From an optimization exercise on the open Yosys and OpenROAD flow, aimed at small area; shortcuts taken in it are not production practice. The RTL was checked by simulation tests, not by an equivalence proof against the original design. The flow treats the clock pin as an ideal source, which a real chip does not have. Power and IR drop assume default switching activity.

v18:
==> flow/design.v (excerpt) <==
module PSX_DDR_Interface(
  input i_clk,
  input i_rst,
  input i_command,
  input i_writeElseRead,
  input [1:0] i_commandSize,
  input [14:0] i_targetAddr,
  input [2:0] i_subAddr,
  input [15:0] i_writeMask,
  input [255:0] i_dataClient,
  output wire o_busyClient,
  output reg o_dataValidClient,
  output reg [255:0] o_dataClient,
  input i_busyMem,
  input i_dataValidMem,
  input [31:0] i_dataMem,
  output wire o_writeEnableMem,
  output wire o_readEnableMem,
  output wire [7:0] o_burstLength,
  output wire [31:0] o_dataMem,
  output wire [25:0] o_targetAddr,
  output wire [3:0] o_byteEnableMem
);
clock: 4.0 ns
lec_check: 0
cap_margin: 20
core_area: 5 5 235 235
die_area: 0 0 240 240
place_density: 0.8
slew_margin: 20
synth_hierarchical: 1
synth_minimum_keep_size: 0
standard.sh (not shown) runs the stock make flow with config.mk's settings and CLKGATE_MAP_FILE= SYNTH_SCRIPT=/design/flow/synth_recipe.tcl, a recipe that flattens the netlist after the stock synthesis.
==> flow/flow/run.sh <==
#!/bin/bash
set -euo pipefail
export BUFFER_PORTS_ARGS="-buffer_cell sky130_fd_sc_hd__buf_1"
bash standard.sh place > standard_place.log 2>&1

RES=orfs/results/sky130hd/PSX_DDR_Interface/base
export TRY_ODB=$RES/3_place.odb TRY_SDC=$RES/3_place.sdc
BASE="-sink_clustering_enable -repair_clock_nets -dont_use_dummy_load"
CFGS=("clkbuf_4 10 30" "clkbuf_4 10 40" "clkbuf_4 11 40" "clkbuf_4 12 50"
      "clkbuf_4 9 50" "clkbuf_4 10 50" "clkbuf_4 11 50" "clkbuf_4 8 60"
      "clkbuf_8 16 60" "clkbuf_8 18 60" "clkbuf_8 20 60" "clkbuf_8 20 80"
      "clkbuf_2 5 30" "clkbuf_2 6 30" "clkbuf_16 30 80" "clkbuf_16 16 60")
mkdir -p cts_try
i=0
for c in "${CFGS[@]}"; do
  set -- $c
  TRY_ARGS="$BASE -buf_list sky130_fd_sc_hd__$1 -sink_clustering_size $2 -sink_clustering_max_diameter $3" \
    openroad -no_init -exit flow/cts_try.tcl > cts_try/try_$i.log 2>&1 &
  i=$((i+1))
  if (( i % 4 == 0 )); then wait; fi
done
wait

best=""; besta=1e9
i=0
for c in "${CFGS[@]}"; do
  r=$(grep "^TRY_RESULT" cts_try/try_$i.log | tail -1 || true)
  if [[ -n "$r" ]]; then
    set -- $r
    if awk -v a="$2" -v s="$3" -v b="$besta" 'BEGIN{exit !(s <= 0.115 && a < b)}'; then
      best="$c"; besta="$2"
    fi
  fi
  echo "$c: $r" >> cts_try/summary.txt
  i=$((i+1))
done
echo "chosen: ${best:-default}" >> cts_try/summary.txt

if [[ -n "$best" ]]; then
  set -- $best
  export CTS_ARGS="$BASE -buf_list sky130_fd_sc_hd__$1 -sink_clustering_size $2 -sink_clustering_max_diameter $3"
else
  export CTS_ARGS="$BASE"
fi
bash standard.sh > standard.log 2>&1
==> flow/flow/cts_try.tcl <==
# Try one clock tree setting on the placed design and report the clock buffer
# area and the worst flip-flop clock-pin slew (placement parasitics).
set P $::env(FLOW_HOME)/platforms/sky130hd
read_liberty $P/lib/sky130_fd_sc_hd__tt_025C_1v80.lib
read_db $::env(TRY_ODB)
read_sdc $::env(TRY_SDC)
source $P/setRC.tcl
eval clock_tree_synthesis $::env(TRY_ARGS)
set_propagated_clock [all_clocks]
estimate_parasitics -placement
set a 0
foreach inst [get_cells *] {
  set m [get_property $inst ref_name]
  if {[string match "*clkbuf*" $m] || [string match "*clkinv*" $m]} {
    set a [expr {$a + [get_property [get_lib_cells */$m] area]}]
  }
}
set worst 0
foreach pin [get_pins -hierarchical */CLK] {
  set s [get_property $pin slew_max]
  if {$s > $worst} { set worst $s }
}
puts "TRY_RESULT $a $worst"
v18 has completed all stages; timing, DRC and antenna checks passed.
What v32 does differently from v18 at the input level:
Settings: GPL_TIMING_DRIVEN: unset -> 0; GPL_ROUTABILITY_DRIVEN: unset -> 0; PLACE_DENSITY: 0.8 -> 0.6.
[summary]
Sort v18 and v32 by worst-case setup slack after placement desc -> top: v18
v32 vs. v18: final worst setup slack went down by 0.13 ns.
Per the comparison of v32 with v18, global-route usage went down by 1.1 points; share of final-layout standard cells stronger than drive strength 1 saw an increase.

========
The RTL this note starts from:
==> flow/design.v <==
module PSX_DDR_Interface(
  input i_clk,
  input i_rst,
  input i_command,
  input i_writeElseRead,
  input [1:0] i_commandSize,
  input [14:0] i_targetAddr,
  input [2:0] i_subAddr,
  input [15:0] i_writeMask,
  input [255:0] i_dataClient,
  output wire o_busyClient,
  output reg o_dataValidClient,
  output reg [255:0] o_dataClient,
  input i_busyMem,
  input i_dataValidMem,
  input [31:0] i_dataMem,
  output wire o_writeEnableMem,
  output wire o_readEnableMem,
  output wire [7:0] o_burstLength,
  output wire [31:0] o_dataMem,
  output wire [25:0] o_targetAddr,
  output wire [3:0] o_byteEnableMem
);
localparam WAIT_STATE         = 2'b00;
localparam WRITE_STATE        = 2'b01;
localparam READ_REQUEST_STATE = 2'b10;
localparam READ_STATE         = 2'b11;
reg [1:0]  rwState;
reg [2:0]  burstCounter;
reg        sizeBig;
reg        sizeLong;
reg [17:0] targetAddr;
wire started = ~sizeBig | sizeLong;
wire [2:0] beatMask = {sizeBig, sizeBig, sizeLong};
wire lastBeat = &(burstCounter | ~beatMask);
wire inWait  = (rwState == WAIT_STATE);
wire inWrite = (rwState == WRITE_STATE);
wire inRead  = (rwState == READ_STATE);
wire take = inWait & i_command & (started | (i_targetAddr == 15'h0));
wire advance = (inWrite & ~i_busyMem) | (inRead & i_dataValidMem);
assign o_writeEnableMem = inWrite & i_rst;
assign o_readEnableMem = (rwState == READ_REQUEST_STATE) & i_rst;
assign o_busyClient = ~inWait;
assign o_burstLength = {4'h0, sizeBig, 1'b0, sizeLong & ~sizeBig, ~sizeLong};
assign o_targetAddr = {8'h00, targetAddr};
assign o_dataMem = i_dataClient[32*burstCounter +: 32];
assign o_byteEnableMem = {{2{i_writeMask[2*burstCounter+1]}}, {2{i_writeMask[2*burstCounter]}}};
always @(posedge i_clk or negedge i_rst)
begin
  if (!i_rst)
  begin
    rwState <= WAIT_STATE;
    burstCounter <= 3'h0;
    sizeBig <= 1'b1;
    sizeLong <= 1'b0;
    o_dataValidClient <= 1'b0;
  end
  else
  begin
    o_dataValidClient <= inRead & i_dataValidMem & lastBeat;
    if (take)
    begin
      sizeBig <= i_commandSize[1];
      sizeLong <= i_commandSize[1] | i_commandSize[0];
      rwState <= i_writeElseRead ? WRITE_STATE : READ_REQUEST_STATE;
    end
    else if (advance)
    begin
      burstCounter <= (burstCounter + 3'h1) & beatMask;
      if (lastBeat)
        rwState <= WAIT_STATE;
    end
    else if ((rwState == READ_REQUEST_STATE) & ~i_busyMem)
      rwState <= READ_STATE;
  end
end
always @(posedge i_clk)
begin
  if (take)
    targetAddr <= {i_targetAddr, i_subAddr};
end
genvar k;
generate
  for (k = 0; k < 8; k = k + 1)
  begin : g_slot
    always @(posedge i_clk)
    begin
      if (i_dataValidMem && burstCounter == k)
        o_dataClient[32*k +: 32] <= i_dataMem;
    end
  end
endgenerate
endmodule
Settings: LEC_CHECK=0, CAP_MARGIN=20, CORE_AREA=5 5 235 235, DIE_AREA=0 0 240 240, PLACE_DENSITY=0.6, SLEW_MARGIN=20; clock period 4.0 ns.
==> flow/flow/run.sh <==
#!/bin/bash
# Standard layout, but port buffers use the smallest buffer cell.
set -euo pipefail
export BUFFER_PORTS_ARGS="-buffer_cell sky130_fd_sc_hd__buf_1"
bash standard.sh > standard.log 2>&1
Rerun with:
ABC_AREA = 1   (was unset)
CTS_BUF_LIST = sky130_fd_sc_hd__clkbuf_4 sky130_fd_sc_hd__clkbuf_8   (was unset)
First-iteration DRC count grows by 52%.
Flip-flop and latch count stays the same.
Worst setup slack improved by 14 ps.
Utilization is higher by 0.50 points.
Wire length climbs by 6.4%.
Global-route usage went up by 0.92 points.
Cell area increases by 1.7%.
Non-clock buffer count rises by 10.
Combinational power rises to 9.6 times its value.
Total power is higher by 56%.
Synthesized area went up by 2.3%.

-- re-timing with driven ports --
In the flow no input, the clock included, has a driving cell. The finished layouts below were timed again as built, in two steps.
Step 1 assumes that a clkbuf_16 drives the clock port and a buf_2 every other input.
Step 2 times the ports against the registers' clock, not the clock port: input delays grow and output delays shrink by t, the midpoint of the rising clock arrivals with the driver on.
Slacks: ideal / step 1 / step 2; pairs: ideal / step 1.
| run | t (ns) | slack for setup (ns) | slew at the worst register clock pin (ns) |
|---|---|---|---|
| v18 | 0.700 | 0.242 / 0.201 / 0.901 | 0.11 / 0.11 |
| v32 | 0.686 | 0.108 / 0.069 / 0.756 | 0.11 / 0.11 |
| the first run of note 2 | 0.558 | 0.477 / 0.431 / 0.989 | 0.06 / 0.06 |
| the second run of note 2 | 0.572 | 0.491 / 0.449 / 1.021 | 0.07 / 0.07 |
After both steps every run listed still meets setup and hold.
